What follows belongs to an exercise in optimizing a design on an open flow for small area and a short achievable clock period; a production flow would make more cautious choices. Where RTL was checked, it was by simulation tests only, not by an equivalence proof against the original. For run 1, only the layout was checked, not whether the RTL still works. No activity file was given, so power comes from the tool's default toggle rates.

File: flow/flow/run.sh
#!/bin/bash
# The standard layout, with plain buffers (instead of the default delay
# buffer) on the input and output ports, and timing repair aimed at a
# setup slack of 5.5 ns.
set -euo pipefail
bash standard.sh 'BUFFER_PORTS_ARGS=-buffer_cell sky130_fd_sc_hd__buf_2' SETUP_SLACK_MARGIN=5.5 finish > standard.log 2>&1
File: flow/design.v
module OV7670_gt #(parameter W = 8) (input [W-1:0] a, input [W-1:0] b, output y);
	wire [W:0] g;
	assign g[0] = 1'b0;
	genvar i;
	generate for (i = 0; i < W; i = i + 1) begin : s
		assign g[i+1] = (a[i] & ~b[i]) | ((a[i] | ~b[i]) & g[i]);
	end endgenerate
	assign y = g[W];
endmodule
module OV7670_inc #(parameter W = 8) (input [W-1:0] q, input en, output [W-1:0] y, output all1);
	assign y[0] = q[0] ^ en;
	genvar i;
	generate for (i = 1; i < W; i = i + 1) begin : s
		assign y[i] = q[i] ^ (en & (&q[i-1:0]));
	end endgenerate
	assign all1 = &q;
endmodule
module OV7670_updn #(parameter W = 8) (input [W-1:0] q, input up, input dn, output [W-1:0] y);
	assign y[0] = q[0] ^ (up | dn);
	genvar i;
	generate for (i = 1; i < W; i = i + 1) begin : s
		assign y[i] = q[i] ^ ((up & (&q[i-1:0])) | (dn & ~(|q[i-1:0])));
	end endgenerate
endmodule
module OV7670_col(
	input clk,
	input rst,
	input clr,        
	input vs_rise,
	input fall,       
	input rowclr,     
	input fresh,
	input fire,       
	output reg [11:0] Prom,
	output reg [7:0] Inc,
	output reg [7:0] D,
	output [1:0] shape   
);
	reg [5:0] A;      
	reg [6:0] E;      
	wire fbk = Prom[11] ^ Prom[5] ^ Prom[3] ^ Prom[0] ^ ~|Prom[10:0];
	wire [11:0] prom_n = fire ? {Prom[10:0], fbk} : Prom;
	wire [5:0] a_n;
	wire a_all1;
	OV7670_inc #(6) ia(.q(A), .en(fire), .y(a_n), .all1(a_all1));
	wire [6:0] e_dec;
	OV7670_updn #(7) ue(.q(E), .up(1'b0), .dn(fire), .y(e_dec));
	wire [6:0] e_n = {e_dec[6] ^ (fire & a_all1), e_dec[5:0]};
	wire up = E[6];
	wire dn = ~E[6] & (|E[5:0]);
	wire [7:0] inc_n;
	OV7670_updn #(8) uinc(.q(Inc), .up(up), .dn(dn), .y(inc_n));
	wire inc_is0 = ~|Inc;
	wire inc_is255 = &Inc;
	wire d_is0 = ~|D;
	wire d_zero = fresh | (up & d_is0 & ~inc_is255) | (dn & inc_is0);
	wire d_full = up & inc_is255;
	wire [7:0] d_step;
	OV7670_updn #(8) ud(.q(D), .up(dn), .dn(up), .y(d_step));
	wire inrange = (Inc > 8'd88) & (Inc < 8'd112);
	wire dgt12 = (D > 8'd12);
	assign shape = inrange ? ((fresh | dgt12) ? 2'b10 : 2'b01) : 2'b11;
	always @(posedge clk) begin
		Prom <= clr ? 12'd0 : prom_n;
		A <= (clr | rowclr) ? 6'd0 : a_n;
		if (clr) E <= 7'd0;
		else if (rowclr) E <= {1'b0, A};
		else E <= e_n;
		if (rst) Inc <= 8'd0;
		else if (vs_rise) Inc <= 8'd100;
		else if (fall) Inc <= inc_n;
		if (fall) D <= d_zero ? 8'd0 : d_full ? 8'd255 : d_step;
	end
endmodule
module OV7670(
	input Reset,
	output reg [11:0]  PixelData,
	output [14:0] PAddress,
	output reg WPixel,
	input Pclock,
	input Href,
	input Vsync,
	input [7:0] Data,
	output reg [1:0] Promedio,
	output reg [1:0] Forma
);
	reg Href_prev, VSync_prev, Sync;
	reg [7:0] XPixel, YPixel;
	reg [10:0] PAhi;             
	reg [1:0] fcol;              
	reg fk;                      
	reg rgtg, ggtr;              
	reg [3:0] cM;                
	reg armW, armR, armG, armB;  
	reg fresh;                   
	reg [2:0] fd;                
	reg gRG, gGR, gRB, gBR, gGB, gBG;  
	assign PAddress = {PAhi, XPixel[3:0]};
	wire vs_rise = Vsync & ~VSync_prev;
	wire fall    = ~Vsync & ~Href & Href_prev;
	wire hi_byte = ~Vsync & Href & ~Sync;
	wire lo_byte = ~Vsync & Href & Sync;
	wire clr = Reset | vs_rise;
	wire [7:0] xp1, yp1;
	wire x_all1, y_all1;
	OV7670_inc #(8) ix(.q(XPixel), .en(1'b1), .y(xp1), .all1(x_all1));
	OV7670_inc #(8) iy(.q(YPixel), .en(1'b1), .y(yp1), .all1(y_all1));
	wire x_ge175 = XPixel[7] & (XPixel[6] | XPixel[5] & (XPixel[4] | (&XPixel[3:0])));
	wire x_gt175 = XPixel[7] & (XPixel[6] | XPixel[5] & XPixel[4]);
	wire y_ge143 = YPixel[7] & (YPixel[6] | YPixel[5] | YPixel[4] | (&YPixel[3:0]));
	wire y_gt143 = YPixel[7] & (YPixel[6] | YPixel[5] | YPixel[4]);
	wire x_out_inc = x_ge175 & ~x_all1;
	wire y_out_inc = y_ge143 & ~y_all1;
	wire pd_zero = ~Vsync & (fall ? y_out_inc : (y_gt143 | (lo_byte ? x_out_inc : x_gt175)));
	wire x_lo15 = &XPixel[3:0];
	wire [6:0] U = PAhi[10:4];
	wire [3:0] L = PAhi[3:0];
	wire [6:0] u_up, u_dn;
	wire u_all1;
	OV7670_inc #(7) iu(.q(U), .en(1'b1), .y(u_up), .all1(u_all1));
	OV7670_updn #(7) du(.q(U), .up(1'b0), .dn(1'b1), .y(u_dn));
	wire [4:0] li = {1'b0, L} + 5'd1;
	wire [6:0] ui = li[4] ? (x_all1 ? U : u_up) : (x_all1 ? u_dn : U);
	wire [10:0] pa_inc = {ui, li[3:0]};
	wire [4:0] dfl = 5'd11 - {1'b0, XPixel[7:4]};
	wire [4:0] lf = {1'b0, L} + {1'b0, dfl[3:0]};
	wire [6:0] uf = lf[4] ? (dfl[4] ? U : u_up) : (dfl[4] ? u_dn : U);
	wire [10:0] pa_fall = y_all1 ? 11'd0 : {uf, lf[3:0]};
	wire xwin = (XPixel >= 8'd38) & (XPixel <= 8'd136);
	wire ywin = (YPixel >= 8'd23) & (YPixel <= 8'd121);
	wire [3:0] dR = Data[7:4];
	wire [3:0] dG = Data[3:0];
	wire d_rgtg, d_ggtr;
	OV7670_gt #(4) c0(.a(dR), .b(dG), .y(d_rgtg));
	OV7670_gt #(4) c1(.a(dG), .b(dR), .y(d_ggtr));
	wire d_wpre = ~Reset & hi_byte & xwin & ywin;
	always @(posedge Pclock) begin
		rgtg <= d_rgtg;
		ggtr <= d_ggtr;
		cM <= d_rgtg ? dR : dG;
		armW <= d_wpre;
		armR <= d_wpre & fk & (fcol == 2'd1) & d_rgtg;
		armG <= d_wpre & fk & (fcol == 2'd2) & d_ggtr;
		armB <= d_wpre & fk & (fcol == 2'd3);
	end
	wire [3:0] cB = Data[7:4];
	wire mgtb, bgtm;
	OV7670_gt #(4) c2(.a(cM), .b(cB), .y(mgtb));
	OV7670_gt #(4) c3(.a(cB), .b(cM), .y(bgtm));
	wire act = Href & ~Vsync;
	wire fireR = act & armR & mgtb;
	wire fireG = act & armG & mgtb;
	wire fireB = act & armB & bgtm;
	wire win = act & armW;
	wire bdom = bgtm;
	wire gdom = ggtr & mgtb;
	wire rdom = rgtg & mgtb;
	wire [1:0] cm = rgtg ? 2'd1 : 2'd2;
	wire mdom = mgtb & (rgtg | ggtr);
	wire sameB = (fcol == 2'd3);
	wire sameM = (fcol == cm);
	wire rowclr = fall & ~VSync_prev;
	wire [11:0] PR, PG, PB;
	wire [7:0] IR, IG, IB, DR, DG, DB;
	wire [1:0] SR, SG, SB;
	OV7670_col colR(.clk(Pclock), .rst(Reset), .clr(clr), .vs_rise(vs_rise), .fall(fall), .rowclr(rowclr), .fresh(fresh), .fire(fireR), .Prom(PR), .Inc(IR), .D(DR), .shape(SR));
	OV7670_col colG(.clk(Pclock), .rst(Reset), .clr(clr), .vs_rise(vs_rise), .fall(fall), .rowclr(rowclr), .fresh(fresh), .fire(fireG), .Prom(PG), .Inc(IG), .D(DG), .shape(SG));
	OV7670_col colB(.clk(Pclock), .rst(Reset), .clr(clr), .vs_rise(vs_rise), .fall(fall), .rowclr(rowclr), .fresh(fresh), .fire(fireB), .Prom(PB), .Inc(IB), .D(DB), .shape(SB));
	wire eRG = (PR == PG);
	wire eRB = (PR == PB);
	wire eGB = (PG == PB);
	wire zR = ~|PR;
	wire zG = ~|PG;
	wire zB = ~|PB;
	reg nRG, nGR, nRB, nBR, nGB, nBG;
	always @(*) begin
		{nRG, nGR, nRB, nBR, nGB, nBG} = {gRG, gGR, gRB, gBR, gGB, gBG};
		if (fd[0]) begin  
			nRG = ~zR & ~gGR;  nGR = zR ? ~zG : gGR & ~eRG;
			nRB = ~zR & ~gBR;  nBR = zR ? ~zB : gBR & ~eRB;
		end
		if (fd[1]) begin  
			nGR = ~zG & ~gRG;  nRG = zG ? ~zR : gRG & ~eRG;
			nGB = ~zG & ~gBG;  nBG = zG ? ~zB : gBG & ~eGB;
		end
		if (fd[2]) begin  
			nBR = ~zB & ~gRB;  nRB = zB ? ~zR : gRB & ~eRB;
			nBG = ~zB & ~gGB;  nGB = zB ? ~zG : gGB & ~eGB;
		end
	end
	wire rwin = nRG & nRB;
	wire gwin = nGR & nGB;
	wire bwin = nBR & nBG;
	wire [1:0] f_shape = rwin ? SR : gwin ? SG : SB;
	wire [1:0] p_n = rwin ? 2'b01 : gwin ? 2'b10 : bwin ? 2'b11 : 2'b00;
	wire [1:0] f_n = (rwin | gwin | bwin) ? f_shape : 2'b00;
	always @(posedge Pclock) begin
		if (Reset) begin
			Href_prev <= 1'b0;
			VSync_prev <= 1'b0;
			Sync <= 1'b0;
			WPixel <= 1'b0;
			XPixel <= 8'd0;
			YPixel <= 8'd0;
			PAhi <= 11'd0;
			PixelData <= 12'd0;
			fcol <= 2'd0;
			fk <= 1'b0;
			fresh <= 1'b1;
			fd <= 3'd0;
			{gRG, gGR, gRB, gBR, gGB, gBG} <= 6'd0;
			Promedio <= 2'd0;
			Forma <= 2'd0;
		end else begin
			Href_prev <= Href;
			VSync_prev <= Vsync;
			Sync <= hi_byte;
			WPixel <= lo_byte;
			if (Vsync | fall) XPixel <= 8'd0;
			else if (lo_byte) XPixel <= xp1;
			if (Vsync) YPixel <= 8'd0;
			else if (fall) YPixel <= yp1;
			if (Vsync) PAhi <= 11'd0;
			else if (fall) PAhi <= pa_fall;
			else if (lo_byte & x_lo15) PAhi <= pa_inc;
			if (pd_zero) PixelData <= 12'd0;
			else begin
				if (hi_byte) PixelData[11:4] <= Data;
				if (lo_byte) PixelData[3:0] <= Data[7:4];
			end
			if (win & bdom) begin
				fcol <= (sameB & fk) ? 2'd0 : 2'd3;
				fk <= sameB & ~fk;
			end else if (win & mdom) begin
				fcol <= (sameM & fk) ? 2'd0 : cm;
				fk <= sameM & ~fk;
			end
			fd <= {fireB, fireG, fireR};
			if (vs_rise) {gRG, gGR, gRB, gBR, gGB, gBG} <= 6'd0;
			else {gRG, gGR, gRB, gBR, gGB, gBG} <= {nRG, nGR, nRB, nBR, nGB, nBG};
			if (vs_rise) fresh <= 1'b1;
			else if (fall) fresh <= 1'b0;
			if (vs_rise) begin
				Promedio <= p_n;
				Forma <= f_n;
			end
		end
	end
endmodule
File: flow/config.mk
export PLATFORM = sky130hd
export DESIGN_NAME = OV7670
export DESIGN_NICKNAME = OV7670
export VERILOG_FILES = /design/flow/design.v
export SDC_FILE = /design/flow/constraint.sdc
export NUM_CORES = 4
export LEC_CHECK = 0
export CAP_MARGIN = 20
export CORE_MARGIN = 2
export CORE_UTILIZATION = 40
export SETUP_SLACK_MARGIN = 5
export SLEW_MARGIN = 20
File: flow/constraint.sdc
create_clock -name core_clock -period 8.0 [get_ports {Pclock}]
set_input_delay 1.6000 -clock core_clock [delete_from_list [all_inputs] [get_ports {Pclock}]]
set_output_delay 1.6000 -clock core_clock [all_outputs]
set_load 0.01 [all_outputs]
File: flow/standard.sh
#!/bin/bash
# synth_recipe.tcl (not shown) runs the flow's synth.tcl, then flattens the netlist and writes it again
# the make line also repeats each setting of config.mk as NAME=value (left out here)
make -C /OpenROAD-flow-scripts/flow DESIGN_CONFIG=/design/flow/config.mk WORK_HOME=/design/flow/orfs CLKGATE_MAP_FILE= SYNTH_SCRIPT=/design/flow/synth_recipe.tcl "${@:-finish}"
==> flow_metrics.env, run 1 <==
export IMPL_setup_slack_ps=5030
export IMPL_drive_above_1_share_pct=33.4
export IMPL_drcViolationCount=0
export IMPL_cp_max_fo=3
export IMPL_end_kind="flip-flop"
export IMPL_ir_drop_v=0.000113
export IMPL_r2r_end="Forma[0]"
export IMPL_dp_hpwl_mm=16.0
export IMPL_timing_fmax_ghz=0.337
export IMPL_finalHoldViolations=0
export IMPL_fin_tns_setup_ps=0
export IMPL_path_buf_inv=2
export IMPL_clkLatencyLatePin_ps=440
export IMPL_synth_fp_nets=1259
export IMPL_grt_pass1_vias=8729
export IMPL_yosys_area_top_type="dfxtp_1"
export IMPL_die_y_um=164
export IMPL_synth_cell_types=72
export IMPL_crit_end="colR.E[5]"
export IMPL_p_leak_nw=5.62
export IMPL_worst_pin_slew_ps=919
export IMPL_overflow=0
export IMPL_grt_pass1_wl_mm=44.7
export IMPL_worst_r2r_path_depth=7
export IMPL_synth_seq_cells=193
export IMPL_synth_xor_area_share_pct=10.8
export IMPL_finClkSkew_ps=12.0
export IMPL_dp_worst_setup_slack_ps=3650
export IMPL_synth_ff_type="dfxtp_1"
export IMPL_worstSetupPathType="in2reg"
export IMPL_cp_arrival_ps=3290
export IMPL_synthCells=1215
export IMPL_synth_top_family_by_area="simple AND/OR/NAND/NOR gates"
export IMPL_routed_wirelength_mm=28.6
export IMPL_nets=1389
export IMPL_portBuffers=43
export IMPL_crit_family="compound AO/OA/AOI/OAI gates"
export IMPL_grt_antenna_before_repair=0
export IMPL_synth_compound_area_share_pct=16.2
export IMPL_rows=58
export IMPL_num_io_pins=44
export IMPL_synth_fa_ha_area_share_pct=4.35
export IMPL_hold_class="reg2reg"
export IMPL_wire_per_inst_um=16.9
export IMPL_via_per_inst=5.51
export IMPL_report_final_slew_viol_count=0
export IMPL_place_inst=1528
export IMPL_clk_root_buffer_cell="clkbuf_16"
export IMPL_crit_path_top_delay_cell="o311a_4"
export IMPL_period_needed_ps=2970
export IMPL_synth_warnings=2
export IMPL_path_clk_slew_ps=80
export IMPL_crit_start="Data[5]"
export IMPL_cts_buffers=17
export IMPL_crit_chain="buf_8 -> nor2b_4 -> o311a_4 -> o31ai_4 -> nand4_1 -> buf_4 -> or3_4 -> xor2_1 -> a21oi_1"
export IMPL_maxSlewHeadroom_pct=38.5
export IMPL_cp_required_ps=8320
export IMPL_synthTopCellsByArea="dfxtp_1 (33%), edfxtp_1 (7.0%), xnor2_1 (5.4%)"
export IMPL_design_power_total_mw=2.04
export IMPL_async_reset_ff_share_pct=0
export IMPL_n_antenna_cell=0
export IMPL_power_density_nw_per_um2=143
export IMPL_reg2reg_from="colR.Prom[8]"
export IMPL_setup_violations_final=0
export IMPL_dr_pass1_iters=5
export IMPL_place_gp_congestion=0.793
export IMPL_die_x_um=164
export IMPL_synth_edf_count=24
export IMPL_worst_setup_path_start_kind="input port"
export IMPL_status="no timing/DRC/antenna violations"
export IMPL_rsz0062_at_grt="true"
export IMPL_grtUsageTotal_pct=20.6
export IMPL_die_area_um2=27000
export IMPL_synthSimpleGateAreaFrac_pct=21.5
export IMPL_start_util_pct=40.8
export IMPL_coreArea_um2=25300
export IMPL_synth_cell_area_um2=10300
export IMPL_holdBufCountCts=0
export IMPL_area_growth_pct=38.7
export IMPL_grt_max_degree=55
export IMPL_max_stage_delay_ps=340
export IMPL_drt_iter0_drc=459
export IMPL_cts_sinks=193
export IMPL_worstSetupPathDepth=9
export IMPL_cts_buffer_depth=2
export IMPL_ys_seq_area_share_pct=39.9
export IMPL_drtAntennaViolNets=0
export IMPL_synth_top_area_share_pct=32.9
export IMPL_via_count=9298
export IMPL_r2r_setup_slack_ps=5340
export IMPL_instances_no_fill=1688
export IMPL_cts_max_level=4
export IMPL_min_period_over_period_pct=37.1
export IMPL_tritoncts="yes"
export IMPL_synth_area_mux_share_pct=3.34
export IMPL_maxCapViolations=0
export IMPL_synth_avg_cell_area_um2=8.47
cells by family after synthesis:
| kind of cell | after synthesis |
|---|---|
| adder cells (fa/ha/maj) | 36 |
| XOR/XNOR | 125 |
| multiplexers | 34 |
| AO/OA/AOI/OAI | 270 |
| flip-flops | 193 |
| AND/OR/NAND/NOR | 452 |
| buffers and inverters | 105 |
worst reg2reg max path, cell delays in order (launching register included):
cell and delay [ps]:
dfxtp_4 360, or4_4 550, nor4_4 340, o221ai_1 160, o311a_1 180, or3_4 430, o32a_1 300, a32o_1 240
cell usage in the layout, fill, tap and decap left out, types with 23 or more instances in the layout:
cell	instances
xor2_1	61
a21oi_1	71
dfxtp_1	130
ha_1	26
a21oi_2	30
xnor2_1	59
buf_6	65
inv_1	34
buf_4	67
nor3_1	24
nand2_1	81
mux2i_1	31
nor2_1	112
dfxtp_2	29
edfxtp_1	24
o21ai_0	46
nand4_1	23
through the flow:
step,instance area [um^2],utilization (%),hold WS [ps]
after floorplan,10900,-,445
after global placement,11100,43.9,439
after detailed placement,11100,43.9,447
after CTS,13400,53.2,477
after global routing,14300,56.6,509
final,14300,56.6,477
state kept, by name (all words and copies together), names as in the netlist, 7 cells and up:
register	count
colB.E	7
colG.Inc	8
PAhi	11
colB.Prom	12
colR.Prom	12
XPixel	8
colR.D	8
colG.D	8
colG.E	7
colR.Inc	8
YPixel	8
colB.D	8
colG.Prom	12
colB.Inc	8
PixelData	12
colR.E	7
metal layers:
layer	vias up	track usage [%]	wire, um
li1	4589	-	-
met1	4527	27.7	13300
met2	163	34.6	13900
met3	19	2.91	1070
met4	0	5.57	268
met5	-	0	0
report_power, final:
part / internal [mW] / total (mW) / leakage (nW) / switching, mW
Clock: 0.427 / 0.844 / 0.280 / 0.417
Sequential: 0.989 / 1.01 / 1.62 / 0.0177
Combinational: 0.0841 / 0.189 / 3.73 / 0.105
how the worst min path moves through the flow:
| stage | from | endpoint | slack, ps | depth (start not counted) |
|---|---|---|---|---|
| after detailed placement | PixelData[1] | PixelData[1] | 450 | 2 |
| after floorplan | Sync | Sync | 440 | 1 |
| after CTS | PixelData[2] | PixelData[2] | 480 | 2 |
| after global routing | PixelData[0] | PixelData[0] | 510 | 2 |
| after global placement | PixelData[2] | PixelData[2] | 440 | 2 |
| final | PixelData[2] | PixelData[2] | 480 | 2 |
repair_timing:
action                     4_1_cts  5_1_grt
gates resized for setup        241      137
setup endpoints to repair      213      216
pin swaps                       68       62
cloned                          14        5
buffers inserted                79       30
area by class of cell:
type | count | area (um^2)
sequential | 193 | 4180
tap | 330 | 413
clock buffer | 19 | 453
timing repair buffer | 161 | 1740
clock inverter | 13 | 114
inverter | 40 | 194
timing repair inverter | 7 | 113
fill | 2147 | 11000
multi-input combinational | 925 | 7080
synthesized netlist by cell type (5+ instances only):
cell type and instances:
edfxtp_1 24, nor3_1 31, o21a_1 9, inv_1 40
nand4_1 22, mux2i_1 31, or3_1 24, nor4_1 21
o21ai_0 59, ha_1 31, a211oi_1 16, and3_1 17
o31ai_1 9, dfxtp_1 169, xnor2_1 63, or2_2 10
a31oi_1 15, nand3_1 23, nor2_1 128, a22oi_1 6
or4_1 6, nand2_1 121, a21o_1 5, nand2b_1 11
a21oi_1 104, clkbuf_1 56, xor2_1 61, nor2b_1 11
==> run 2, diff against run 1 <==
--- a/flow/design.v
+++ b/flow/design.v
@@ -124,5 +124,10 @@
 	wire [10:0] pa_inc = {ui, li[3:0]};
-	wire [4:0] dfl = 5'd11 - {1'b0, XPixel[7:4]};
-	wire [4:0] lf = {1'b0, L} + {1'b0, dfl[3:0]};
-	wire [6:0] uf = lf[4] ? (dfl[4] ? U : u_up) : (dfl[4] ? u_dn : U);
+	wire [3:0] x4 = XPixel[7:4];
+	wire [3:0] lfs = L + 4'd11 - x4;
+	wire [4:0] x4p4 = {1'b0, x4} + 5'd4;
+	wire fup;
+	OV7670_gt #(5) cfu(.a({1'b0, L}), .b(x4p4), .y(fup));
+	wire fdn = ~L[3] & ~L[2] & x4[3] & x4[2] & ((x4[1] & ~L[1]) | ((x4[1] | ~L[1]) & (x4[0] | ~L[0])));
+	wire [6:0] uf = fup ? u_up : fdn ? u_dn : U;
+	wire [4:0] lf = {1'b0, lfs};
 	wire [10:0] pa_fall = y_all1 ? 11'd0 : {uf, lf[3:0]};
==> flow/flow/run.sh (replaced) <==
#!/bin/bash
# The standard layout, with plain buffers (instead of the default delay
# buffer) on the input and output ports.
set -euo pipefail
bash standard.sh 'BUFFER_PORTS_ARGS=-buffer_cell sky130_fd_sc_hd__buf_2' finish > standard.log 2>&1
==> run 2 against run 1 <==
Still clean on timing, DRC and antenna. Fmax rose by 1.1%. Power fell by 4.8%. Sequential cell count did not move. Worst hold slack got worse by 24 ps. Clock power fell by 2%. Final area fell by 18%. Count of clock-buffer cells in the layout rose by 3. Sequential power barely moved. Combinational power fell by 43%. Sequential share of layout area rose by 6.0 points. First-iteration DRC count fell by 7.0%. Critical path type unchanged.
==> flow_metrics.env, run 2 <==
export IMPL_status="no timing/DRC/antenna violations"
export IMPL_wire_per_inst_um=15.0
export IMPL_grt_pass1_wl_mm=38.8
export IMPL_crit_chain="buf_2 -> inv_12 -> o31a_1 -> a2111oi_4 -> or2_4 -> buf_4 -> nand2_1 -> xnor3_1 -> nor2_1"
export IMPL_synth_top_area_share_pct=32.4
export IMPL_setup_violations_final=0
export IMPL_overflow=0
export IMPL_clk_root_buffer_cell="clkbuf_16"
export IMPL_r2r_end="PAhi[7]"
export IMPL_utilization_pct=45.1
export IMPL_via_per_inst=5.32
export IMPL_die_area_um2=27400
export IMPL_area_growth_pct=11.7
export IMPL_worst_setup_path_start_kind="input port"
export IMPL_synthCells=1223
export IMPL_synth_warnings=2
export IMPL_fin_tns_setup_ps=0
export IMPL_grt_antenna_before_repair=1
export IMPL_rows=59
export IMPL_period_needed_ps=2930
export IMPL_synthTopCellsByCount="nor2_1 (170), dfxtp_1 (169), nand2_1 (106), a21oi_1 (93), xnor2_1 (92)"
export IMPL_n_antenna_cell=0
export IMPL_reg2reg_from="XPixel[4]"
export IMPL_synth_cell_area_um2=10400
export IMPL_final_common_cell="dfxtp_1"
export IMPL_p_leak_nw=4.22
export IMPL_synthTopCellsByArea="dfxtp_1 (32%), xnor2_1 (7.7%), edfxtp_1 (6.9%)"
export IMPL_grtUsageTotal_pct=17.6
export IMPL_rsz0062_at_grt="true"
export IMPL_worstHoldStart="Promedio[1]"
export IMPL_cts_buffer_depth=2
export IMPL_async_reset_ff_share_pct=0
export IMPL_crit_path_top_delay_cell="a2111oi_4"
export IMPL_synth_fp_nets=1270
export IMPL_die_y_um=165
export IMPL_num_io_pins=44
export IMPL_end_kind="flip-flop"
export IMPL_tritoncts="yes"
export IMPL_r2r_setup_slack_ps=5250
export IMPL_finClkSkew_ps=17.9
export IMPL_worstSetupPathType="in2reg"
export IMPL_cts_max_level=4
export IMPL_drtAntennaViolNets=0
export IMPL_finalHoldViolations=0
export IMPL_maxSlewHeadroom_pct=55.8
export IMPL_dr_pass1_iters=4
export IMPL_place_gp_congestion=0.847
export IMPL_routed_wirelength_mm=23.7
export IMPL_via_count=8421
export IMPL_path_clk_slew_ps=80
export IMPL_cts_buffers=17
export IMPL_cp_required_ps=8310
export IMPL_grt_max_degree=55
export IMPL_grt_pass1_vias=7757
export IMPL_power_density_nw_per_um2=167
export IMPL_drcViolationCount=0
export IMPL_max_stage_delay_ps=360
export IMPL_ys_seq_area_share_pct=39.3
export IMPL_synth_avg_cell_area_um2=8.53
export IMPL_drt_iter0_drc=427
export IMPL_ir_drop_v=0.000107
export IMPL_nets=1282
export IMPL_crit_family="compound AO/OA/AOI/OAI gates"
export IMPL_synth_cell_types=75
export IMPL_drive_above_1_share_pct=11.2
export IMPL_path_buf_inv=3
export IMPL_maxCapViolations=0
export IMPL_worst_pin_slew_ps=662
export IMPL_timing_fmax_ghz=0.341
export IMPL_coreArea_um2=25800
export IMPL_synth_seq_cells=193
export IMPL_fillers=2557
export IMPL_start_util_pct=40.4
export IMPL_clkLatencyLatePin_ps=440
export IMPL_synth_most_common_cell="nor2_1"
export IMPL_cp_arrival_ps=3240
export IMPL_synth_ff_type="dfxtp_1"
export IMPL_min_path_cells=2
export IMPL_hold_class="reg2reg"
export IMPL_setup_slack_ps=5070
export IMPL_cts_sinks=193
export IMPL_min_period_over_period_pct=36.7
export IMPL_report_final_slew_viol_count=0
export IMPL_dp_worst_setup_slack_ps=3730
export IMPL_whs_endpoint="Promedio[1]"
export IMPL_dp_hpwl_mm=16.1
export IMPL_synth_edf_count=24
export IMPL_cp_max_fo=7
export IMPL_portBuffers=43
export IMPL_die_x_um=165
export IMPL_yosys_area_top_type="dfxtp_1"
export IMPL_final_cell_mix="dfxtp_1 (169), nor2_1 (167), nand2_1 (105), a21oi_1 (92), xnor2_1 (92)"
export IMPL_worst_r2r_path_depth=10
## run 2: how the worst max path moves through the flow
stage	slack [ps]	cells after the start	endpoint	from
2_1_floorplan	4910	9	colB.E[1]	Data[4]
3_3_place_gp	3820	8	colB.E[4]	Vsync
4_1_cts	4990	8	PixelData[0]	Vsync
6_report	5070	9	colB.E[6]	Data[4]
3_5_place_dp	3730	8	colB.E[4]	Vsync
5_1_grt	4950	8	colB.E[6]	Vsync
## run 2: routing by layer
layer  global-route usage (%)  share of wire (%)
met2                     28.9                 47
met1                     24.2                 48
met5                        0                  0
met3                     2.62                3.6
met4                     4.78                1.2
## run 2: metrics by stage
stage	instances	instance area (um^2)	hold WS, ps	power, mW
floorplan	1223	10600	454	1.10
global placement	1538	10900	439	1.13
detailed placement	1538	10900	448	1.13
CTS	1578	11600	460	1.96
global route	1583	11700	484	2.01
finish	1583	11700	454	1.94
## run 2: worst register-to-register path, stage by stage, from the launching register on
cell and delay (ps):
dfxtp_1 530, inv_1 120, ha_1 230, fa_1 380
nor2b_1 160, o31ai_1 190, a21oi_1 200, a21oi_4 260
mux2_4 330, a211o_1 250, nand2_1 50
## run 2: cells by family after synthesis
| group | synth area share (%) |
|---|---|
| muxes | 4.25 |
| AOI/OAI and AO/OA | 13.6 |
| and+or+nand+nor | 22.2 |
| buffers and inverters | 4.80 |
| xor gates and xnor gates | 11.3 |
| DFF | 39.3 |
| adders and majority gates | 4.53 |
## run 2: what timing repair did
action,4_1_cts,5_1_grt
pin swaps,4,7
buffers inserted,5,5
endpoints found under the setup margin,69,53
resized for setup,14,11
hold buffers,0,0
gates cloned,3,0
## run 2: cell type report
class / instances / area [um^2] / share of cell area [%]
Clock buffer: 22 / 464 / 3.98
Clock inverter: 10 / 91.3 / 0.784
Inverter: 48 / 213 / 1.83
Multi-Input combinational cell: 916 / 5990 / 51.4
Sequential cell: 193 / 4100 / 35.2
Tap cell: 335 / 419 / 3.60
Timing Repair Buffer: 58 / 364 / 3.12
Timing Repair inverter: 1 / 8.76 / 0.0752
## run 2: power by group
group	switching, mW	internal [mW]	total, mW
Combinational	0.0710	0.0372	0.108
Sequential	0.0139	0.993	1.01
Clock	0.401	0.427	0.828
Total	0.486	1.46	1.94
==> run 3, diff against run 2 <==
--- a/flow/config.mk
+++ b/flow/config.mk
@@ -9,3 +9,4 @@
 export CORE_MARGIN = 2
-export CORE_UTILIZATION = 40
+export CORE_UTILIZATION = 65
+export PLACE_DENSITY = 0.75
 export SETUP_SLACK_MARGIN = 5
==> run 3 against run 2 <==
Setup slack worse by 31 ps. Sequential share of layout area is 0.11 points higher. Core utilization is 29 points higher. Die area is 38% lower. First-iteration DRC count is 22% higher. Global-route usage is 8.9 points higher. Sequential power hardly changed. Final area is 0.31% lower. Sequential cell count stayed put. Synthesized cell count stayed put. Register-to-register slack hardly changed. Count of clock-buffer cells in the layout is 3 lower.
==> flow_metrics.env, run 3 <==
export IMPL_grtUsageTotal_pct=26.5
export IMPL_seqPwrFrac_pct=49.9
export IMPL_fin_tns_setup_ps=0
export IMPL_yosys_area_top_type="dfxtp_1"
export IMPL_worstHoldStart="Promedio[1]"
export IMPL_n_antenna_cell=0
export IMPL_multi_input_area_um2=6000
export IMPL_synth_cell_area_um2=10400
export IMPL_die_y_um=131
export IMPL_worst_setup_path_start_kind="input port"
export IMPL_synthTopCellsByArea="dfxtp_1 (32%), xnor2_1 (7.7%), edfxtp_1 (6.9%)"
export IMPL_synth_warnings=2
export IMPL_crit_path_top_delay_cell="a21oi_1"
export IMPL_cts_max_level=4
export IMPL_setup_violations_final=0
export IMPL_cp_required_ps=8360
export IMPL_hold_class="reg2reg"
export IMPL_drive_above_1_share_pct=12.4
export IMPL_place_gp_congestion=0.886
export IMPL_via_per_inst=5.84
export IMPL_wl_met2_mm=11.4
export IMPL_cts_sinks=193
export IMPL_dp_hpwl_mm=15.1
export IMPL_portBuffers=43
export IMPL_p_leak_nw=4.27
export IMPL_nets=1289
export IMPL_swShare_pct=23.4
export IMPL_die_area_um2=17100
export IMPL_timing_fmax_ghz=0.337
export IMPL_drtAntennaViolNets=0
export IMPL_p_clk_share_pct=44.6
export IMPL_synth_fp_nets=1270
export IMPL_routed_wirelength_mm=23.2
export IMPL_synth_cell_types=75
export IMPL_power_switching_uw=473
export IMPL_rsz0062_at_grt="true"
export IMPL_maxSlewHeadroom_pct=52.4
export IMPL_coreArea_um2=15800
export IMPL_finalHoldViolations=0
export IMPL_cts_buffers=17
export IMPL_end_kind="flip-flop"
export IMPL_synth_most_common_cell="nor2_1"
export IMPL_final_cell_mix="dfxtp_1 (169), nor2_1 (166), nand2_1 (103), a21oi_1 (92), xnor2_1 (92)"
export IMPL_min_period_over_period_pct=37.1
export IMPL_period_needed_ps=2960
export IMPL_crit_chain="buf_2 -> nand2b_4 -> or2_4 -> a21oi_1 -> a21oi_1 -> o32a_1 -> a21oi_1"
export IMPL_synth_edf_count=24
export IMPL_crit_start="Href"
export IMPL_die_x_um=131
export IMPL_synth_seq_cells=193
export IMPL_holdBufCountCts=0
export IMPL_synthTopCellsByCount="nor2_1 (170), dfxtp_1 (169), nand2_1 (106), a21oi_1 (93), xnor2_1 (92)"
export IMPL_final_common_cell="dfxtp_1"
export IMPL_path_clk_slew_ps=70
export IMPL_clkLatencyLatePin_ps=440
export IMPL_synth_ff_type="dfxtp_1"
export IMPL_power_density_nw_per_um2=174
export IMPL_met1Wirelength_mm=10.8
export IMPL_drt_iter0_drc=523
export IMPL_clk_root_buffer_cell="clkbuf_16"
export IMPL_finClkSkew_ps=15.3
export IMPL_hold_slack_ps=448
export IMPL_fillers=1222
export IMPL_start_util_pct=66.1
export IMPL_worstSetupPathType="in2reg"
export IMPL_grt_pass1_wl_mm=36.3
export IMPL_max_stage_delay_ps=410
export IMPL_maxCapViolations=0
export IMPL_drcViolationCount=0
export IMPL_ys_seq_area_share_pct=39.3
export IMPL_reg2reg_from="XPixel[4]"
export IMPL_overflow=0
export IMPL_critPathMostFrequentCell="a21oi_1"
export IMPL_num_io_pins=44
export IMPL_cts_buffer_depth=2
export IMPL_routed_top_layer="met4"
export IMPL_grt_antenna_before_repair=0
export IMPL_area_growth_pct=11.4
export IMPL_wire_per_inst_um=15.8
export IMPL_crit_family="compound AO/OA/AOI/OAI gates"
export IMPL_report_final_slew_viol_count=0
export IMPL_status="no timing/DRC/antenna violations"
export IMPL_pwr_share_comb_pct=5.5
export IMPL_async_reset_ff_share_pct=0
export IMPL_synthCells=1223
export IMPL_synth_top_area_share_pct=32.4
export IMPL_path_buf_inv=1
export IMPL_rows=46
export IMPL_via_count=8593
export IMPL_route_met3_wl_um=711
export IMPL_grt_max_degree=60
export IMPL_p_int_mw=1.55
export IMPL_worst_pin_slew_ps=714
export IMPL_ir_drop_v=0.000170
export IMPL_dr_pass1_iters=5
export IMPL_seqCellArea_um2=4100
export IMPL_cp_max_fo=12
export IMPL_cp_arrival_ps=3330
export IMPL_grt_pass1_vias=7612
export IMPL_tritoncts="yes"
export IMPL_synth_avg_cell_area_um2=8.53
-- run 3: kinds of logic after synthesis --
kind of cell               count (synthesis)  share of synthesized area [%]
and+or+nand+nor                          474                           22.2
AOI/OAI and AO/OA                        226                           13.6
DFF                                      193                           39.3
xor gates and xnor gates                 133                           11.3
buffers and inverters                    116                           4.80
muxes                                     44                           4.25
adders and majority gates                 37                           4.53
-- run 3: power by group through the flow --
stage	Combinational (mW)	Sequential, mW	Clock, mW
5_1_grt	0.122	1.01	0.949
4_1_cts	0.103	1.01	0.914
2_1_floorplan	0.0749	1.03	0
3_3_place_gp	0.0998	1.03	0
6_report	0.111	1.01	0.901
3_5_place_dp	0.101	1.03	0
-- run 3: metal layers --
layer  up-vias  GRT usage, %
li1       4304             -
met1      4086          34.3
met2       176          45.1
met3        27          4.40
met4         0          9.39
met5         -             0
-- run 3: cell type report --
type                       instances  share of cell area (%)
timing repair buffer              64                    3.31
sequential                       193                    35.3
multi-input combinational        917                    51.6
clock buffer                      19                    3.90
clock inverter                    13                    1.49
timing repair inverter             1                  0.0969
tap                              216                    2.33
inverter                          48                    1.91
-- run 3: final timing paths --
path | cells after the start | slack (ps) | to
worst max register to register | 10 | 5240 | PAhi[9]
worst max-delay path | 7 | 5040 | PAhi[8]
worst min register to register | 2 | 450 | Promedio[1]
worst min-delay path | 2 | 450 | Promedio[1]
-- run 3: per-stage QoR --
| step | power, mW | std cells | worst slack (ps) | utilization, % | cell area (um^2) |
|---|---|---|---|---|---|
| after detailed placement | 1.13 | 1418 | 3800 | 68.1 | 10700 |
| after floorplan | 1.10 | 1223 | 4910 | - | 10600 |
| after global routing | 2.08 | 1471 | 4930 | 73.7 | 11600 |
| after global placement | 1.13 | 1418 | 3850 | 68.1 | 10700 |
| final | 2.02 | 1471 | 5040 | 73.7 | 11600 |
| after CTS | 2.02 | 1452 | 4930 | 72.3 | 11400 |
-- run 3: worst min-delay path, cell delays in order (launching register included) --
cell and delay, ps:
dfxtp_1 310, nand2_1 50, a21oi_1 50
-- run 3: timing repair --
item	in CTS	in global routing
endpoints found under the setup margin	70	63
buffers inserted	2	15
gates resized for setup	10	17
endpoints found under the hold margin	0	0
gates cloned	0	4
pin swaps	1	8
==> run 4, diff against run 3 <==
--- a/flow/config.mk
+++ b/flow/config.mk
@@ -7,7 +7,7 @@
 export LEC_CHECK = 0
-export CAP_MARGIN = 20
+export CAP_MARGIN = 0
 export CORE_MARGIN = 2
-export CORE_UTILIZATION = 65
-export PLACE_DENSITY = 0.75
+export CORE_UTILIZATION = 40
+export CTS_BUF_LIST = sky130_fd_sc_hd__clkbuf_4 sky130_fd_sc_hd__clkbuf_8
 export SETUP_SLACK_MARGIN = 5
-export SLEW_MARGIN = 20
+export SLEW_MARGIN = 0
==> run 4 against run 3 <==
Critical path depth rose by 1. Routed wire length rose by 1.1%. Final cell count rose by 7.5%. Die area rose by 60%. Highest routed layer unchanged.
==> flow_metrics.env, run 4 <==
export IMPL_maxCapViolations=0
export IMPL_synthTopCellsByCount="nor2_1 (170), dfxtp_1 (169), nand2_1 (106), a21oi_1 (93), xnor2_1 (92)"
export IMPL_crit_chain="buf_2 -> nor2b_4 -> nand2_1 -> a2111oi_4 -> o2111ai_2 -> nor2_2 -> xnor3_1 -> nor2_1"
export IMPL_drtAntennaViolNets=0
export IMPL_area_growth_pct=9.65
export IMPL_crit_start="Vsync"
export IMPL_synth_warnings=2
export IMPL_setup_slack_ps=5080
export IMPL_holdBufCountCts=0
export IMPL_reg2reg_from="XPixel[4]"
export IMPL_final_common_cell="dfxtp_1"
export IMPL_drt_iter0_drc=412
export IMPL_rsz0062_at_grt="true"
export IMPL_cp_max_fo=10
export IMPL_worst_pin_slew_ps=677
export IMPL_ir_drop_v=0.0000885
export IMPL_instances_no_fill=1581
export IMPL_min_period_over_period_pct=36.6
export IMPL_setup_violations_final=0
export IMPL_timing_fmax_ghz=0.342
export IMPL_synth_ff_type="dfxtp_1"
export IMPL_path_clk_slew_ps=110
export IMPL_final_cell_mix="dfxtp_1 (169), nor2_1 (167), nand2_1 (105), a21oi_1 (92), xnor2_1 (92)"
export IMPL_cp_arrival_ps=3330
export IMPL_grt_pass1_wl_mm=38.1
export IMPL_path_buf_inv=1
export IMPL_num_io_pins=44
export IMPL_synthCells=1223
export IMPL_synth_fa_ha_area_share_pct=4.53
export IMPL_crit_family="simple AND/OR/NAND/NOR gates"
export IMPL_utilization_pct=44.3
export IMPL_tritoncts="yes"
export IMPL_end_kind="flip-flop"
export IMPL_ys_seq_area_share_pct=39.3
export IMPL_maxSlewHeadroom_pct=54.8
export IMPL_finalHoldViolations=0
export IMPL_portBuffers=43
export IMPL_period_needed_ps=2920
export IMPL_worst_setup_path_start_kind="input port"
export IMPL_wire_per_inst_um=14.8
export IMPL_nets=1279
export IMPL_dp_hpwl_mm=16.1
export IMPL_synth_fp_nets=1270
export IMPL_crit_end="colB.E[6]"
export IMPL_synthSimpleGateAreaFrac_pct=22.2
export IMPL_async_reset_ff_share_pct=0
export IMPL_coreArea_um2=25800
export IMPL_grtUsageTotal_pct=17.3
export IMPL_worstSetupPathType="in2reg"
export IMPL_report_final_slew_viol_count=0
export IMPL_finClkSkew_ps=26.9
export IMPL_die_x_um=165
export IMPL_synth_top_family_by_area="simple AND/OR/NAND/NOR gates"
export IMPL_hold_class="reg2reg"
export IMPL_synth_cell_area_um2=10400
export IMPL_drive_above_1_share_pct=11.4
export IMPL_worstSetupPathDepth=8
export IMPL_status="no timing/DRC/antenna violations"
export IMPL_grt_antenna_before_repair=1
export IMPL_cts_buffer_depth=2
export IMPL_rows=59
export IMPL_cts_max_level=4
export IMPL_clk_root_buffer_cell="clkbuf_8"
export IMPL_crit_path_top_delay_cell="a2111oi_4"
export IMPL_via_per_inst=5.29
export IMPL_synthTopCellsByArea="dfxtp_1 (32%), xnor2_1 (7.7%), edfxtp_1 (6.9%)"
export IMPL_cp_required_ps=8400
export IMPL_via_count=8371
export IMPL_overflow=0
export IMPL_die_area_um2=27400
export IMPL_routed_wirelength_mm=23.4
export IMPL_cts_buffers=17
export IMPL_synth_xor_area_share_pct=11.3
export IMPL_synth_top_area_share_pct=32.4
export IMPL_yosys_area_top_type="dfxtp_1"
export IMPL_power_density_nw_per_um2=152
export IMPL_dr_pass1_iters=4
export IMPL_synth_edf_count=24
export IMPL_drcViolationCount=0
export IMPL_fin_tns_setup_ps=0
export IMPL_synth_compound_area_share_pct=13.6
export IMPL_start_util_pct=40.4
export IMPL_r2r_setup_slack_ps=5250
export IMPL_p_leak_nw=4.11
export IMPL_grt_max_degree=55
export IMPL_cts_sinks=193
export IMPL_dp_worst_setup_slack_ps=3730
export IMPL_worst_r2r_path_depth=10
export IMPL_place_gp_congestion=0.847
export IMPL_die_y_um=165
export IMPL_place_inst=1538
export IMPL_max_stage_delay_ps=380
export IMPL_grt_pass1_vias=7675
export IMPL_synth_cell_types=75
export IMPL_synth_avg_cell_area_um2=8.53
export IMPL_synth_area_mux_share_pct=4.25
export IMPL_clkLatencyLatePin_ps=480
export IMPL_synth_most_common_cell="nor2_1"
export IMPL_r2r_end="PAhi[7]"
export IMPL_synth_seq_cells=193
==> run 4: cell count changes in the layout (fill, tap and decap cells not counted), moves of 3 or more <==
cell and change:
clkbuf_4 +3, clkbuf_16 -17, buf_4 -8, clkbuf_8 +17, bufinv_16 -3
==> run 4: metal layers <==
| metal | part of all wire, % | wire length, um | global-route usage (%) | vias up |
|---|---|---|---|---|
| met5 | 0 | 0 | 0 | - |
| met4 | 1.5 | 340 | 5.25 | 0 |
| met3 | 3.4 | 790 | 2.50 | 25 |
| met2 | 46 | 10800 | 28.1 | 130 |
| met1 | 49 | 11500 | 23.8 | 3939 |
| li1 | - | - | - | 4277 |
==> run 4: worst min path at each step <==
stage | slack (ps) | startpoint | cells past startpoint | end
final | 460 | Promedio[1] | 2 | Promedio[1]
after global routing | 490 | Promedio[1] | 2 | Promedio[1]
after CTS | 470 | PixelData[6] | 2 | PixelData[6]
after detailed placement | 450 | PixelData[6] | 2 | PixelData[6]
after global placement | 440 | PixelData[7] | 2 | PixelData[7]
after floorplan | 450 | colB.E[3] | 2 | colB.E[3]
==> run 4: cells by family after synthesis <==
kind of cell    Yosys count
buf+inv                 116
mux                      44
xor+xnor                133
flops                   193
simple gates            474
fa+ha+maj                37
compound gates          226
==> run 4: where the power goes <==
group / switching, mW / leakage [nW] / total [mW] / internal [mW]
Sequential: 0.0139 / 1.59 / 1.01 / 0.993
Clock: 0.375 / 0.195 / 0.628 / 0.254
Combinational: 0.0706 / 2.32 / 0.107 / 0.0369
Total: 0.459 / 4.11 / 1.74 / 1.28
==> run 4: final cells by class <==
| type | count | area, um^2 |
|---|---|---|
| Tap cell | 335 | 419 |
| Clock buffer | 22 | 284 |
| Fill cell | 2585 | 14400 |
| Multi-Input combinational cell | 916 | 5990 |
| Inverter | 48 | 221 |
| Antenna cell | 1 | 2.50 |
| Clock inverter | 10 | 91.3 |
| Timing Repair Buffer | 56 | 324 |
| Sequential cell | 193 | 4100 |
==> run 4: metrics by stage <==
| stage | instance area, um^2 | total power, mW | hold WS, ps |
|---|---|---|---|
| final | 11400 | 1.74 | 458 |
| after CTS | 11300 | 1.76 | 465 |
| after floorplan | 10600 | 1.10 | 454 |
| after global placement | 10900 | 1.13 | 439 |
| after detailed placement | 10900 | 1.13 | 448 |
| after global routing | 11400 | 1.81 | 490 |
==> run 4: worst register-to-register path, delay by kind of cell (launching register included) <==
family / cells / cell delay, ps
AOI/OAI and AO/OA: 4 / 910
adders and majority gates: 2 / 610
buffers and inverters: 1 / 120
DFF: 1 / 540
muxes: 1 / 330
and+or+nand+nor: 2 / 210
==> run 4: timing repair <==
action                     4_1_cts  5_1_grt
gates resized for setup         10       15
setup endpoints to repair       60       77
setup buffers                    2        6
gates cloned                     1        1
pin swaps                        2        7
==> run 5, diff against run 4 <==
--- a/flow/config.mk
+++ b/flow/config.mk
@@ -7,3 +7,3 @@
 export LEC_CHECK = 0
-export CAP_MARGIN = 0
+export CAP_MARGIN = 10
 export CORE_MARGIN = 2
@@ -12,2 +12,2 @@
 export SETUP_SLACK_MARGIN = 5
-export SLEW_MARGIN = 0
+export SLEW_MARGIN = 10
==> run 5 against run 4 <==
Still clean on timing, DRC and antenna. Setup slack did not move. Combinational power barely moved. Final area did not move. Sequential cell count did not move. Count of clock-buffer cells in the layout did not move. Fmax did not move. Via count did not move. Clock skew did not move. Critical endpoint unchanged. Largest cell class unchanged.
==> flow_metrics.env, run 5 <==
export IMPL_hold_class="reg2reg"
export IMPL_drcViolationCount=0
export IMPL_clkLatencyLatePin_ps=480
export IMPL_wire_per_inst_um=14.8
export IMPL_min_period_over_period_pct=36.6
export IMPL_path_buf_inv=1
export IMPL_grt_pass1_vias=7675
export IMPL_power_density_nw_per_um2=152
export IMPL_die_x_um=165
export IMPL_area_growth_pct=9.65
export IMPL_via_per_inst=5.29
export IMPL_async_reset_ff_share_pct=0
export IMPL_place_gp_congestion=0.847
export IMPL_synthTopCellsByCount="nor2_1 (170), dfxtp_1 (169), nand2_1 (106), a21oi_1 (93), xnor2_1 (92)"
export IMPL_synthCells=1223
export IMPL_max_stage_delay_ps=380
export IMPL_synth_avg_cell_area_um2=8.53
export IMPL_end_kind="flip-flop"
export IMPL_synth_ff_type="dfxtp_1"
export IMPL_synth_edf_count=24
export IMPL_holdBufCountCts=0
export IMPL_synth_warnings=2
export IMPL_final_common_cell="dfxtp_1"
export IMPL_synth_fp_nets=1270
export IMPL_overflow=0
export IMPL_worstHoldStart="Promedio[1]"
export IMPL_cp_max_fo=10
export IMPL_finClkSkew_ps=26.9
export IMPL_dp_hpwl_mm=16.1
export IMPL_p_leak_nw=4.11
export IMPL_clk_root_buffer_cell="clkbuf_8"
export IMPL_cp_arrival_ps=3330
export IMPL_cts_buffer_depth=2
export IMPL_grtUsageTotal_pct=17.3
export IMPL_period_needed_ps=2920
export IMPL_crit_path_top_delay_cell="a2111oi_4"
export IMPL_status="no timing/DRC/antenna violations"
export IMPL_via_count=8371
export IMPL_drt_iter0_drc=412
export IMPL_grt_antenna_before_repair=1
export IMPL_synth_top_area_share_pct=32.4
export IMPL_cts_sinks=193
export IMPL_finalHoldViolations=0
export IMPL_maxSlewHeadroom_pct=54.8
export IMPL_r2r_setup_slack_ps=5250
export IMPL_cts_buffers=17
export IMPL_fillers=2585
export IMPL_worstSetupPathType="in2reg"
export IMPL_reg2reg_from="XPixel[4]"
export IMPL_routed_wirelength_mm=23.4
export IMPL_cp_required_ps=8400
export IMPL_start_util_pct=40.4
export IMPL_worst_setup_path_start_kind="input port"
export IMPL_nets=1279
export IMPL_synth_seq_cells=193
export IMPL_fin_tns_setup_ps=0
export IMPL_ir_drop_v=0.0000885
export IMPL_crit_chain="buf_2 -> nor2b_4 -> nand2_1 -> a2111oi_4 -> o2111ai_2 -> nor2_2 -> xnor3_1 -> nor2_1"
export IMPL_timing_fmax_ghz=0.342
export IMPL_yosys_area_top_type="dfxtp_1"
export IMPL_num_io_pins=44
export IMPL_cts_max_level=4
export IMPL_ys_seq_area_share_pct=39.3
export IMPL_hold_slack_ps=458
export IMPL_synthTopCellsByArea="dfxtp_1 (32%), xnor2_1 (7.7%), edfxtp_1 (6.9%)"
export IMPL_die_y_um=165
export IMPL_crit_start="Vsync"
export IMPL_worst_pin_slew_ps=677
export IMPL_tritoncts="yes"
export IMPL_portBuffers=43
export IMPL_drive_above_1_share_pct=11.4
export IMPL_synth_most_common_cell="nor2_1"
export IMPL_path_clk_slew_ps=110
export IMPL_drtAntennaViolNets=0
export IMPL_setup_violations_final=0
export IMPL_synth_cell_area_um2=10400
export IMPL_coreArea_um2=25800
export IMPL_synth_cell_types=75
export IMPL_report_final_slew_viol_count=0
export IMPL_grt_pass1_wl_mm=38.1
export IMPL_crit_family="simple AND/OR/NAND/NOR gates"
export IMPL_rows=59
export IMPL_grt_max_degree=55
export IMPL_rsz0062_at_grt="true"
export IMPL_die_area_um2=27400
export IMPL_final_cell_mix="dfxtp_1 (169), nor2_1 (167), nand2_1 (105), a21oi_1 (92), xnor2_1 (92)"
export IMPL_dr_pass1_iters=4
export IMPL_maxCapViolations=0
run 5: cell counts after synthesis:
Identical to the previous run, type by type.
run 5: power by group:
part           total [mW]  switching (mW)  internal, mW  leakage [nW]
logic               0.107          0.0706        0.0369          2.32
registers            1.01          0.0139         0.993          1.59
clock network       0.628           0.375         0.254         0.195
run 5: final timing paths:
kind | end | cells after the start
setup reg to reg | PAhi[7] | 10
hold reg to reg | Promedio[1] | 2
setup / recovery | colB.E[6] | 8
hold / removal | Promedio[1] | 2
run 5: area by class of cell:
class / count / area [um^2] / area share (%)
clock buffers: 22 / 284 / 2.48
clock inverters: 10 / 91.3 / 0.799
well taps: 335 / 419 / 3.67
diodes: 1 / 2.50 / 0.0219
inverters: 48 / 221 / 1.94
multi-input cells: 916 / 5990 / 52.4
repair buffers: 56 / 324 / 2.83
flip-flops and latches: 193 / 4100 / 35.9
run 5: cell families (layout without fill, tap and decap cells):
kind of cell | after synthesis | after routing | synth area share, %
adders and majority gates | 37 | 37 | 4.53
xor gates and xnor gates | 133 | 133 | 11.3
AOI/OAI and AO/OA | 226 | 226 | 13.6
and+or+nand+nor | 474 | 476 | 22.2
other | 0 | 1 | 0
muxes | 44 | 44 | 4.25
DFF | 193 | 193 | 39.3
buffers and inverters | 116 | 136 | 4.80
run 5: what timing repair did:
item | 4_1_cts | 5_1_grt
endpoints found under the setup margin | 60 | 77
cloned | 1 | 1
setup buffers | 2 | 6
gates resized for setup | 10 | 15
pin swaps | 2 | 7
run 5: worst reg2reg max path, cell delays in order (launching register included):
cell and delay (ps):
dfxtp_1 540, inv_1 120, ha_1 230, fa_1 380, nor2b_1 160, o31ai_1 190, a21oi_1 210, a21oi_4 260
mux2_4 330, a211o_1 250, nand2_1 50
run 5: per-layer routing:
layer	up-vias	part of all wire, %	track usage [%]
li1	4277	-	-
met1	3939	49	23.8
met2	130	46	28.1
met3	25	3.4	2.50
met4	0	1.5	5.25
met5	-	0	0
run 5: stage by stage:
step	power, mW	cells	worst slack (ps)	util, %	instance area [um^2]
floorplan	1.10	1223	4910	-	10600
global placement	1.13	1538	3820	42.2	10900
detailed placement	1.13	1538	3730	42.2	10900
CTS	1.76	1573	4960	43.8	11300
global route	1.81	1580	4950	44.3	11400
finish	1.74	1581	5080	44.3	11400
==> run 6, diff against run 5 <==
--- a/flow/config.mk
+++ b/flow/config.mk
@@ -13 +13,2 @@
 export SLEW_MARGIN = 10
+export TNS_END_PERCENT = 10
==> run 6 against run 5 <==
Sequential cell count unchanged. Global-route usage up 0.74 points. Largest cell class unchanged. Register-to-register slack about the same. Sequential share of layout area is 0.091 points higher. Highest routed layer unchanged.
==> flow_metrics.env, run 6 <==
export IMPL_synth_most_common_cell="nor2_1"
export IMPL_worstHoldStart="PixelData[7]"
export IMPL_synthTopCellsByCount="nor2_1 (170), dfxtp_1 (169), nand2_1 (106), a21oi_1 (93), xnor2_1 (92)"
export IMPL_finalHoldViolations=0
export IMPL_die_x_um=165
export IMPL_seqPwrFrac_pct=56.8
export IMPL_seqCellArea_um2=4100
export IMPL_pwr_share_comb_pct=6.1
export IMPL_wire_per_inst_um=15.1
export IMPL_dp_hpwl_mm=16.0
export IMPL_report_final_slew_viol_count=0
export IMPL_cts_max_level=4
export IMPL_path_clk_slew_ps=110
export IMPL_rsz0062_at_grt="true"
export IMPL_drcViolationCount=0
export IMPL_grt_pass1_vias=7792
export IMPL_coreArea_um2=25800
export IMPL_ys_seq_area_share_pct=39.3
export IMPL_grtUsageTotal_pct=18.0
export IMPL_synth_ff_type="dfxtp_1"
export IMPL_swShare_pct=26.9
export IMPL_synth_avg_cell_area_um2=8.53
export IMPL_drt_iter0_drc=443
export IMPL_crit_path_top_delay_cell="buf_4"
export IMPL_instances_no_fill=1578
export IMPL_synthCells=1223
export IMPL_setup_violations_final=0
export IMPL_clkLatencyLatePin_ps=490
export IMPL_synth_fp_nets=1270
export IMPL_utilization_pct=44.2
export IMPL_finClkSkew_ps=22.6
export IMPL_hold_slack_ps=461
export IMPL_cts_sinks=193
export IMPL_synth_edf_count=24
export IMPL_num_io_pins=44
export IMPL_end_kind="flip-flop"
export IMPL_cp_max_fo=50
export IMPL_nets=1277
export IMPL_drtAntennaViolNets=0
export IMPL_n_antenna_cell=0
export IMPL_worstSetupPathType="in2reg"
export IMPL_p_clk_share_pct=37.0
export IMPL_synth_warnings=2
export IMPL_final_cell_mix="dfxtp_1 (169), nor2_1 (168), nand2_1 (105), xnor2_1 (92), a21oi_1 (91)"
export IMPL_clk_root_buffer_cell="clkbuf_8"
export IMPL_maxCapViolations=0
export IMPL_tritoncts="yes"
export IMPL_fillers=2583
export IMPL_cp_arrival_ps=3390
export IMPL_status="no timing/DRC/antenna violations"
export IMPL_fin_tns_setup_ps=0
export IMPL_rows=59
export IMPL_portBuffers=43
export IMPL_cts_buffer_depth=2
export IMPL_timing_fmax_ghz=0.330
export IMPL_worst_pin_slew_ps=683
export IMPL_multi_input_area_um2=5980
export IMPL_p_int_mw=1.29
export IMPL_area_growth_pct=9.37
export IMPL_grt_antenna_before_repair=0
export IMPL_synth_cell_area_um2=10400
export IMPL_routed_wirelength_mm=23.8
export IMPL_die_y_um=165
export IMPL_power_switching_uw=476
export IMPL_drive_above_1_share_pct=10.9
export IMPL_synthTopCellsByArea="dfxtp_1 (32%), xnor2_1 (7.7%), edfxtp_1 (6.9%)"
export IMPL_p_leak_nw=4.08
export IMPL_cp_required_ps=8360
export IMPL_die_area_um2=27400
export IMPL_crit_start="Vsync"
export IMPL_synth_seq_cells=193
export IMPL_cts_buffers=17
export IMPL_via_per_inst=5.35
export IMPL_period_needed_ps=3030
export IMPL_maxSlewHeadroom_pct=54.2
export IMPL_crit_chain="buf_2 -> nand2b_1 -> nand2b_2 -> buf_4 -> nor2_1"
export IMPL_place_inst=1538
export IMPL_ir_drop_v=0.0000976
export IMPL_overflow=0
export IMPL_grt_max_degree=51
export IMPL_grt_pass1_wl_mm=39.5
export IMPL_max_stage_delay_ps=540
export IMPL_final_common_cell="dfxtp_1"
export IMPL_holdBufCountCts=0
export IMPL_min_period_over_period_pct=37.9
export IMPL_synth_top_area_share_pct=32.4
export IMPL_hold_class="reg2reg"
export IMPL_dr_pass1_iters=5
export IMPL_worst_setup_path_start_kind="input port"
export IMPL_reg2reg_from="XPixel[4]"
export IMPL_synth_cell_types=75
export IMPL_async_reset_ff_share_pct=0
export IMPL_place_gp_congestion=0.835
export IMPL_via_count=8450
export IMPL_yosys_area_top_type="dfxtp_1"
export IMPL_start_util_pct=40.4
export IMPL_power_density_nw_per_um2=155
-- run 6: cell counts after synthesis --
No cell type changed its count.
-- run 6: worst paths after layout --
path                   to  slack, ps  cells past startpoint
max                   gGB       4970                      5
min          PixelData[7]        460                      2
max reg2reg       PAhi[9]       5250                     10
min reg2reg  PixelData[7]        460                      2
-- run 6: final cells by class --
cell class,instances,area share [%]
clock buffers,18,2.17
clock inverters,14,1.32
inverters,48,1.74
multi-input cells,916,52.5
flip-flops and latches,193,36.0
well taps,335,3.67
repair buffers,53,2.58
repair inverters,1,0.0768
-- run 6: repair_timing --
item | 4_1_cts | 5_1_grt
buffers inserted | 5 | 0
endpoints found under the setup margin | 140 | 89
pin swaps | 3 | 0
resized for setup | 17 | 7
cloned | 3 | 0
-- run 6: routing by layer --
metal | GRT usage [%] | vias up | part of all wire (%)
met5 | 0 | - | 0
met4 | 4.00 | 0 | 0.78
met3 | 3.77 | 13 | 4.0
met2 | 29.6 | 125 | 46
met1 | 24.4 | 4038 | 49
li1 | - | 4274 | -
-- run 6: kinds of logic (layout without fill, tap and decap cells) --
family / after synthesis / count (layout) / synth area share [%]
simple gates: 474 / 476 / 22.2
compound gates: 226 / 226 / 13.6
flops: 193 / 193 / 39.3
xor+xnor: 133 / 133 / 11.3
buf+inv: 116 / 134 / 4.80
mux: 44 / 44 / 4.25
fa+ha+maj: 37 / 37 / 4.53
-- run 6: per-stage QoR --
| stage | worst slack, ps | total power, mW | instance area, um^2 |
|---|---|---|---|
| 2_1_floorplan | 4880 | 1.10 | 10500 |
| 3_3_place_gp | 3680 | 1.13 | 10800 |
| 3_5_place_dp | 3600 | 1.13 | 10800 |
| 4_1_cts | 4950 | 1.79 | 11400 |
| 5_1_grt | 4880 | 1.84 | 11400 |
| 6_report | 4970 | 1.77 | 11400 |
-- run 6: power groups by stage --
stage,registers [mW],clock network [mW],logic (mW)
floorplan,1.03,0,0.0735
global placement,1.03,0,0.101
detailed placement,1.03,0,0.102
CTS,1.01,0.674,0.109
global route,1.01,0.710,0.121
finish,1.01,0.656,0.108
-- run 6: critical path, delay by kind of cell --
| kind | cells | cell delay (ps) |
|---|---|---|
| buffers and inverters | 2 | 760 |
| and+or+nand+nor | 3 | 980 |
==> run 7, diff against run 6 <==
--- a/flow/config.mk
+++ b/flow/config.mk
@@ -11,4 +11,2 @@
 export CTS_BUF_LIST = sky130_fd_sc_hd__clkbuf_4 sky130_fd_sc_hd__clkbuf_8
-export SETUP_SLACK_MARGIN = 5
 export SLEW_MARGIN = 10
-export TNS_END_PERCENT = 10
==> run 7 against run 6 <==
Core utilization is 0.68 points lower. Fmax is 20% lower. Clock power is 9.5% higher. Setup slack worse by 770 ps. Sequential power hardly changed. Critical path type unchanged. Critical endpoint is now colB.E[4]. Highest routed layer unchanged.
==> flow_metrics.env, run 7 <==
export IMPL_fillers=2665
export IMPL_synth_top_area_share_pct=32.4
export IMPL_tritoncts="yes"
export IMPL_power_density_nw_per_um2=163
export IMPL_synth_fp_nets=1270
export IMPL_report_final_slew_viol_count=0
export IMPL_holdBufCountCts=0
export IMPL_worstSetupPathDepth=8
export IMPL_drcViolationCount=0
export IMPL_path_buf_inv=1
export IMPL_worstSetupPathType="in2reg"
export IMPL_via_count=8305
export IMPL_reg2reg_from="XPixel[4]"
export IMPL_rows=59
export IMPL_pwr_share_comb_pct=5.6
export IMPL_ys_seq_area_share_pct=39.3
export IMPL_drive_above_1_share_pct=8.82
export IMPL_grtUsageMet3_pct=2.90
export IMPL_fin_tns_setup_ps=0
export IMPL_p_leak_nw=4.05
export IMPL_wire_per_inst_um=14.7
export IMPL_drtAntennaViolNets=0
export IMPL_dp_hpwl_mm=16.1
export IMPL_period_needed_ps=3800
export IMPL_dr_pass1_iters=4
export IMPL_die_area_um2=27400
export IMPL_synth_ff_type="dfxtp_1"
export IMPL_start_util_pct=40.4
export IMPL_synth_avg_cell_area_um2=8.53
export IMPL_crit_path_top_delay_cell="or2_1"
export IMPL_grt_pass1_wl_mm=38.0
export IMPL_crit_end="colB.E[4]"
export IMPL_synth_cell_area_um2=10400
export IMPL_grtUsageTotal_pct=17.2
export IMPL_r2r_end="PAhi[9]"
export IMPL_area_growth_pct=7.69
export IMPL_final_common_cell="nor2_1"
export IMPL_worst_r2r_path_depth=10
export IMPL_maxCapViolations=0
export IMPL_finClkSkew_ps=16.6
export IMPL_finalHoldViolations=0
export IMPL_cts_buffer_depth=2
export IMPL_grt_antenna_before_repair=0
export IMPL_async_reset_ff_share_pct=0
export IMPL_end_kind="flip-flop"
export IMPL_r2r_setup_slack_ps=5080
export IMPL_use_met1_pct=23.3
export IMPL_synth_edf_count=24
export IMPL_timing_fmax_ghz=0.263
export IMPL_cts_max_level=4
export IMPL_synth_cell_types=75
export IMPL_max_stage_delay_ps=790
export IMPL_maxSlewHeadroom_pct=36.8
export IMPL_synth_seq_cells=193
export IMPL_hold_class="reg2reg"
export IMPL_cp_max_fo=21
export IMPL_portBuffers=43
export IMPL_yosys_area_top_type="dfxtp_1"
export IMPL_synthCells=1223
export IMPL_synth_most_common_cell="nor2_1"
export IMPL_rsz0062_at_grt="false"
export IMPL_ctsResizeCount=0
export IMPL_busiest_layer="met2"
export IMPL_overflow=0
export IMPL_worst_pin_slew_ps=948
export IMPL_setup_slack_ps=4200
export IMPL_via_per_inst=5.29
export IMPL_ir_drop_v=0.000130
export IMPL_p_clk_share_pct=39.3
export IMPL_swShare_pct=25.0
export IMPL_path_clk_slew_ps=110
export IMPL_die_x_um=165
export IMPL_clkLatencyLatePin_ps=470
export IMPL_crit_chain="buf_2 -> nor2b_1 -> nand2_1 -> a2111oi_2 -> or2_1 -> nand2_1 -> xor2_1 -> a211oi_1"
export IMPL_crit_family="simple AND/OR/NAND/NOR gates"
export IMPL_final_cell_mix="nor2_1 (170), dfxtp_1 (169), nand2_1 (106), a21oi_1 (93), xnor2_1 (92)"
export IMPL_synthTopCellsByCount="nor2_1 (170), dfxtp_1 (169), nand2_1 (106), a21oi_1 (93), xnor2_1 (92)"
export IMPL_nets=1270
export IMPL_seqPwrFrac_pct=55.1
export IMPL_crit_start="Vsync"
export IMPL_critPathMostFrequentCell="nand2_1"
export IMPL_place_gp_congestion=0.814
export IMPL_gr_usage_met2_pct=28.6
export IMPL_grt_pass1_vias=7656
export IMPL_coreArea_um2=25800
export IMPL_p_int_mw=1.37
export IMPL_synth_warnings=2
export IMPL_setup_violations_final=0
export IMPL_die_y_um=165
export IMPL_power_switching_uw=457
export IMPL_synthTopCellsByArea="dfxtp_1 (32%), xnor2_1 (7.7%), edfxtp_1 (6.9%)"
export IMPL_status="no timing/DRC/antenna violations"
export IMPL_cts_sinks=193
export IMPL_min_period_over_period_pct=47.5
export IMPL_drt_iter0_drc=380
export IMPL_dp_worst_setup_slack_ps=3770
export IMPL_cts_buffers=17
export IMPL_clk_root_buffer_cell="clkbuf_8"
export IMPL_worst_setup_path_start_kind="input port"
export IMPL_cts_setup_buffers=0
export IMPL_cp_required_ps=8380
export IMPL_num_io_pins=44
export IMPL_grt_max_degree=51
export IMPL_cp_arrival_ps=4190
export IMPL_n_antenna_cell=0
export IMPL_routed_wirelength_mm=23.1
-- run 7: changes by cell type in the layout (fill, tap and decap cells not counted), sizes merged --
cell,change
nand3,-1
clkinvlp,-2
bufinv,+2
inv,+1
buf,-4
clkbuf,+2
or2,-1
clkinv,-4
-- run 7: area by class of cell --
class | instances | area (um^2) | share of cell area [%]
Inverter | 48 | 180 | 1.60
Timing Repair Buffer | 49 | 260 | 2.32
Clock inverter | 12 | 165 | 1.47
Tap cell | 335 | 419 | 3.73
Clock buffer | 20 | 275 | 2.45
Multi-Input combinational cell | 914 | 5830 | 51.9
Sequential cell | 193 | 4100 | 36.5
-- run 7: tightest hold or removal path, cell delays in order, from the launching register on --
cell and delay (ps):
dfxtp_1 320, nand2_1 50, a21oi_1 50
-- run 7: worst min path at each step --
stage	slack, ps	to	startpoint	cells after the start
5_1_grt	480	PixelData[9]	PixelData[9]	2
3_3_place_gp	440	PixelData[7]	PixelData[7]	2
6_report	460	PixelData[9]	PixelData[9]	2
2_1_floorplan	450	colB.E[3]	colB.E[3]	2
3_5_place_dp	450	PixelData[9]	PixelData[9]	2
4_1_cts	460	PixelData[9]	PixelData[9]	2
-- run 7: cells by family after synthesis --
family | after synthesis | share of synthesized area [%]
flip-flops | 193 | 39.3
AND/OR/NAND/NOR | 474 | 22.2
adder cells (fa/ha/maj) | 37 | 4.53
buffers and inverters | 116 | 4.80
AO/OA/AOI/OAI | 226 | 13.6
XOR/XNOR | 133 | 11.3
multiplexers | 44 | 4.25
-- run 7: metal layers --
layer  share of wire, %  wire length, um
met3                3.2              740
met2                 47            10900
met1                 49            11300
met4               0.63              146
met5                  0                0
-- run 7: power by group through the flow --
stage | registers (mW) | logic [mW] | clock network (mW)
after floorplan | 1.03 | 0.0726 | 0
after global placement | 1.03 | 0.101 | 0
after detailed placement | 1.03 | 0.102 | 0
after CTS | 1.01 | 0.102 | 0.738
after global routing | 1.01 | 0.113 | 0.775
final | 1.01 | 0.101 | 0.718
-- run 7: through the flow --
| stage | utilization, % | std cells | instance area (um^2) | power (mW) | hold WS [ps] |
|---|---|---|---|---|---|
| floorplan | - | 1223 | 10400 | 1.10 | 454 |
| global placement | 41.8 | 1539 | 10800 | 1.13 | 440 |
| detailed placement | 41.8 | 1539 | 10800 | 1.13 | 446 |
| CTS | 43.5 | 1571 | 11200 | 1.85 | 462 |
| global route | 43.5 | 1571 | 11200 | 1.90 | 478 |
| finish | 43.5 | 1571 | 11200 | 1.83 | 458 |

==> afterwards: timing with drivers on the ports <==
How much do the figures lean on ideal ports? The routed layouts below were timed once more, with nothing changed but the port constraints. Step 1, drivers: a clkbuf_16 drives Pclock and a buf_2 each remaining input, both assumed. Step 2 also shifts input and output timing later by t, the mid clock arrival at the registers, as if the neighbouring blocks saw the same clock. a / b / c = no drivers / after step 1 / after step 2; a / b = the first two.
| run | t (ns) | setup slack, ns |
|---|---|---|
| run 1 | 0.484 | 5.033 / 5.044 / 4.559 |
| run 2 | 0.477 | 5.066 / 5.093 / 4.617 |
| run 3 | 0.479 | 5.036 / 5.061 / 4.582 |
| run 4 | 0.509 | 5.076 / 5.089 / 4.580 |
| run 5 | 0.509 | 5.076 / 5.089 / 4.580 |
| run 6 | 0.522 | 4.966 / 4.976 / 4.455 |
| run 7 | 0.506 | 4.196 / 4.204 / 3.699 |
After both steps every run listed still meets setup and hold.
